What follows belongs to an exercise in optimizing a design on an open flow for small area; a production flow would make more cautious choices.
The RTL was checked by simulation tests, not by an equivalence proof against the original design.

## oak
==> flow/design.v (excerpt) <==
module filter(
  input                clk         ,
  input                reset       ,
  input                sample_en   ,
  input signed [11:0]  filter_in   ,
  input [15:0]         coefdata    ,
  input                coefdata_en ,
  output signed [11:0] filter_out  ,
  output               out_valid
  );
Size: roughly 3700 cells after synthesis, about 1900 flip-flops.
Settings: LEC_CHECK=0, CAP_MARGIN=10, CORE_MARGIN=2, CORE_UTILIZATION=72, CTS_BUF_LIST=sky130_fd_sc_hd__clkbuf_16, CTS_CLUSTER_DIAMETER=100, CTS_CLUSTER_SIZE=30, GPL_TIMING_DRIVEN=0, SLEW_MARGIN=10, SYNTH_HIERARCHICAL=1, SYNTH_MINIMUM_KEEP_SIZE=0; clock period 50.0 ns.
standard.sh (not shown) runs the stock make flow with config.mk's settings and CLKGATE_MAP_FILE= SYNTH_SCRIPT=/design/flow/synth_recipe.tcl, a recipe that flattens the netlist after the stock synthesis.
==> flow/flow/run.sh <==
#!/bin/bash
# Layout flow: the standard flow (standard.sh, ORFS) with three ORFS settings
# changed; its output goes to standard.log, ORFS's own logs to orfs/logs/.
#  - REMOVE_ABC_BUFFERS=1: drop the buffers that ABC put on high-fanout nets
#    (the clock period is long; repair_design adds back any that are needed)
#  - port buffers of the smallest buffer cell
#  - clock tree without dummy loads
set -eo pipefail
bash standard.sh \
  REMOVE_ABC_BUFFERS=1 \
  "BUFFER_PORTS_ARGS=-buffer_cell sky130_fd_sc_hd__buf_1" \
  "CTS_ARGS=-sink_clustering_enable -repair_clock_nets -sink_clustering_size 18 -sink_clustering_max_diameter 70 -buf_list sky130_fd_sc_hd__clkbuf_8 -dont_use_dummy_load" \
  finish > standard.log 2>&1
For pine, these inputs were changed with respect to oak:
Settings: a change of CORE_UTILIZATION from 72 to 65.
--- a/flow/flow/run.sh
+++ b/flow/flow/run.sh
@@ -11,3 +11,3 @@
   "BUFFER_PORTS_ARGS=-buffer_cell sky130_fd_sc_hd__buf_1" \
-  "CTS_ARGS=-sink_clustering_enable -repair_clock_nets -sink_clustering_size 18 -sink_clustering_max_diameter 70 -buf_list sky130_fd_sc_hd__clkbuf_8 -dont_use_dummy_load" \
+  "CTS_ARGS=-sink_clustering_enable -repair_clock_nets -sink_clustering_size 10 -sink_clustering_max_diameter 50 -buf_list sky130_fd_sc_hd__clkbuf_4 -dont_use_dummy_load" \
   finish > standard.log 2>&1
==> comparison <==
- [compare] base=oak new=pine: final non-filler cell area neither gained nor lost much.
- Effective utilization at floorplan for pine: 7.1 points down relative to oak
[inputs] birch vs pine
Settings: swapping 65 for 80 in CORE_UTILIZATION.
--- a/flow/flow/run.sh
+++ b/flow/flow/run.sh
@@ -11,3 +11,3 @@
   "BUFFER_PORTS_ARGS=-buffer_cell sky130_fd_sc_hd__buf_1" \
-  "CTS_ARGS=-sink_clustering_enable -repair_clock_nets -sink_clustering_size 10 -sink_clustering_max_diameter 50 -buf_list sky130_fd_sc_hd__clkbuf_4 -dont_use_dummy_load" \
+  "CTS_ARGS=-sink_clustering_enable -repair_clock_nets -sink_clustering_size 18 -sink_clustering_max_diameter 70 -buf_list sky130_fd_sc_hd__clkbuf_8 -dont_use_dummy_load" \
   finish > standard.log 2>&1
Results
Each of the runs, namely pine and birch, reached the end of the flow and came out clean. [birch] non-clock buffer count fell 6.9% relative to pine. Summary of birch over pine: number of placed instances, taps included down 199, total of fill cells in the finished design fell by 49%, met2 global-route usage rose 20 points.
Here is what was changed in the inputs of maple compared with birch.
Settings: CORE_UTILIZATION changed from 80 to 65.
--- outcome ---
As far as number of hold buffers added after CTS goes, maple and birch are indistinguishable; the numbers are identical.
Summary of maple over birch: growth of design area from synthesis to finish up 0.59 points, average wire per cell in the routed design lower, area occupied by multi-input gates stayed essentially flat, sum of routed wire length over all layers -about 15%.

---

build 6:
The RTL this note starts from:
==> flow/design.v <==
`timescale 1 ns / 1 ns
module filter(
  input                clk         ,
  input                reset       ,
  input                sample_en   ,
  input signed [11:0]  filter_in   ,
  input [15:0]         coefdata    ,
  input                coefdata_en ,
  output signed [11:0] filter_out  ,
  output               out_valid
  );
  localparam NT = 5;      
  localparam SP = 12;     
  wire start = sample_en & ~coefdata_en;
  reg        busy;       
  reg        run;        
  reg  [5:0] step;       
  reg  [2:0] tsel;       
  reg  [3:0] lo;         
  reg  [2:0] hi;
  reg  [5:0] ncoef;      
  reg  [5:0] nsamp;      
  reg [11:0] out_reg;
  reg        valid_reg;
  wire       go    = busy & ~run & (lo == 4'd0);   
  wire       mac   = run | go;
  wire [2:0] tap   = run ? tsel : hi;
  wire       last  = mac & (step == 6'd58);
  reg [15:0] c [0:58];    
  wire cshift = coefdata_en | mac;
  integer i;
  always @(posedge clk) begin
    if (cshift) begin
      for (i = 0; i < 58; i = i + 1) c[i] <= c[i+1];
      c[58] <= coefdata_en ? coefdata : c[0];
    end
  end
  reg [11:0] d [0:59];
  reg [11:0] xb;          
  integer j;
  always @(posedge clk) begin
    for (j = 0; j < 60; j = j + 1) begin
      if ((j % SP) == SP - 1 && last && tap == (j + 1) / SP % NT)
        d[j] <= xb;
      else
        d[j] <= d[(j + 1) % 60];
    end
    if (start) xb <= filter_in;
  end
  reg [11:0] dtap;
  always @(*) begin
    case (tap)
      3'd0: dtap = d[0];
      3'd1: dtap = d[SP];
      3'd2: dtap = d[2*SP];
      3'd3: dtap = d[3*SP];
      default: dtap = d[4*SP];
    endcase
  end
  wire dval = ({1'b0, step} + 7'd1) < {1'b0, nsamp};
  wire cval = ({1'b0, step} + {1'b0, ncoef}) >= 7'd59;
  wire signed [11:0] xa = dval ? dtap : 12'd0;
  wire signed [15:0] cb = cval ? c[0] : 16'd0;
  wire signed [27:0] m  = xa * cb;
  reg  [27:0] acc;        
  wire [27:0] sum = acc + {m[26], m[26:0]};
  always @(posedge clk) acc <= (mac & ~last) ? sum : 28'd0;
  wire        rnd = sum[15] & (sum[16] | (|sum[14:0]));
  wire [11:0] y   = sum[27:16] + {11'd0, rnd};
  always @(posedge clk or posedge reset) begin
    if (reset) begin
      busy <= 1'b0; run <= 1'b0; step <= 6'd0; tsel <= 3'd0;
      lo <= 4'd0; hi <= 3'd0; ncoef <= 6'd0; nsamp <= 6'd0;
      out_reg <= 12'd0; valid_reg <= 1'b0;
    end else begin
      if (last) begin
        if (lo >= 4'd2) lo <= lo - 4'd2;
        else begin lo <= lo + SP - 2; hi <= (hi == 3'd0) ? NT - 1 : hi - 3'd1; end
      end else begin
        if (lo != 4'd0) lo <= lo - 4'd1;
        else begin lo <= SP - 1; hi <= (hi == 3'd0) ? NT - 1 : hi - 3'd1; end
      end
      if (start) busy <= 1'b1;
      if (go) begin run <= 1'b1; tsel <= hi; end
      if (mac) step <= step + 6'd1;
      if (last) begin
        busy <= 1'b0; run <= 1'b0; step <= 6'd0;
        out_reg <= y;
        if (nsamp != 6'd60) nsamp <= nsamp + 6'd1;
      end
      valid_reg <= last;
      if (coefdata_en && ncoef != 6'd59) ncoef <= ncoef + 6'd1;
    end
  end
  assign filter_out = out_reg;
  assign out_valid  = valid_reg;
endmodule
==> flow/config.mk <==
export PLATFORM = sky130hd
export DESIGN_NAME = filter
export DESIGN_NICKNAME = filter
export VERILOG_FILES = /design/flow/design.v
export SDC_FILE = /design/flow/constraint.sdc
export NUM_CORES = 4
export LEC_CHECK = 0
export CAP_MARGIN = 20
export CORE_MARGIN = 2
export CORE_UTILIZATION = 40
export SLEW_MARGIN = 20
==> flow/constraint.sdc <==
create_clock -name core_clock -period 50.0 [get_ports {clk}]
set_input_delay 10.0000 -clock core_clock [delete_from_list [all_inputs] [get_ports {clk}]]
set_output_delay 10.0000 -clock core_clock [all_outputs]
set_load 0.01 [all_outputs]
run.sh (not shown) runs the stock make flow with config.mk's settings and CLKGATE_MAP_FILE= SYNTH_SCRIPT=/design/flow/synth_recipe.tcl, a recipe that flattens the netlist after the stock synthesis.
Stock flow here: none of the scripts above is used.
Build 6 completed; timing, DRC and antenna clean
--- input diff build 6..build 34 ---
- changing CORE_UTILIZATION from 40 to 60
- setting CTS_BUF_LIST to sky130_fd_sc_hd__clkbuf_4 for the first time
--- outcome ---
The tapcell count in build 34 was lower than what build 6 gave.
Cells: build 34 has fewer instances than build 6
Number of buffers on the longest clock path (lower): build 6
Sequential share of layout area (build 34 over build 6): increase, 1.2 points
Worst setup slack: build 34 vs build 6 up 0.43 ns
For build 60, these inputs were changed with respect to build 34:
- CTS_BUF_LIST now sky130_fd_sc_hd__clkbuf_8, was sky130_fd_sc_hd__clkbuf_4
- CTS_CLUSTER_SIZE now 20, previously not set
The lower achievable frequency of build 34 and build 60 is in build 60.
Diff build 34 -> build 60: number of clock buffers in the layout has decreased, CTS buffer count has decreased, met1 capacity usage during global routing has increased.
Build 60 ended with more worst hold slack than build 34.
Routed wire length: build 60 better than build 34
Relative to build 60, the following input files were edited for build 40:
- CORE_UTILIZATION changed from 60 to 65
- CTS_CLUSTER_SIZE changed from 20 to 30
- CTS_BUF_LIST changed from sky130_fd_sc_hd__clkbuf_8 to sky130_fd_sc_hd__clkbuf_16
- CTS_CLUSTER_DIAMETER newly set to 100
## What came out
- Area: build 40 vs build 60 -> build 40 smaller
- Build 40 vs build 60, number of clock-tree buffers in the layout went down by 245.
- Going from build 60 to build 40, non-clock buffer count shrinks by about 2.6%.
- Delta (build 40 minus build 60): core utilization increased 2.6 points, wire length of the first global-routing pass decreased about 4%.
- On area added between synthesis and finish: between build 60 and build 40, it ends up lower for build 40.
- Compared with build 60, in build 40 number of antenna violations at the first check in global routing increased by 1 relative to the old numbers, final-report setup violation count closely matched the old numbers.

## re-timing with driven ports
How much do the figures lean on ideal ports? The routed layouts below were timed once more, with nothing changed but the port constraints. Step 1 sets driving cells, clkbuf_16 on the clock port and buf_2 on the other inputs (assumed; they add their load-dependent delay and slew). Step 2 adds t to the input delays and takes it off the output delays; t is the mean of the earliest and latest rising clock arrival at the registers after step 1. Input paths then give back, and output paths get back, about the clock's delay inside the block. Three values: ideal ports, drivers, drivers and shift; two values: the first two.
run | shift t [ns] | setup WS [ns] | worst setup path after step 2 | worst data-port slew with drivers (ns) | pins driven straight from the clock port
oak | 0.801 | 32.364 / 32.364 / 32.364 | register to register | 0.07 | 1
pine | 1.050 | 32.270 / 32.270 / 32.270 | register to register | 0.08 | 1
birch | 0.804 | 32.154 / 32.154 / 32.154 | register to register | 0.07 | 1
maple | 0.780 | 32.302 / 32.302 / 32.302 | register to register | 0.07 | 1
build 6 | 0.841 | 36.282 / 36.327 / 35.486 | input to register | 0.04 | 1
build 34 | 1.161 | 36.715 / 36.750 / 35.588 | input to register | 0.12 | 1
build 60 | 0.922 | 36.461 / 36.501 / 35.579 | input to register | 0.11 | 1
build 40 | 0.710 | 36.232 / 36.272 / 35.562 | input to register | 0.04 | 1
After both steps every run listed still meets setup and hold. For build 34, which loses most, drivers alone change the setup slack by +0.035 ns; drivers and shift together by -1.127 ns.
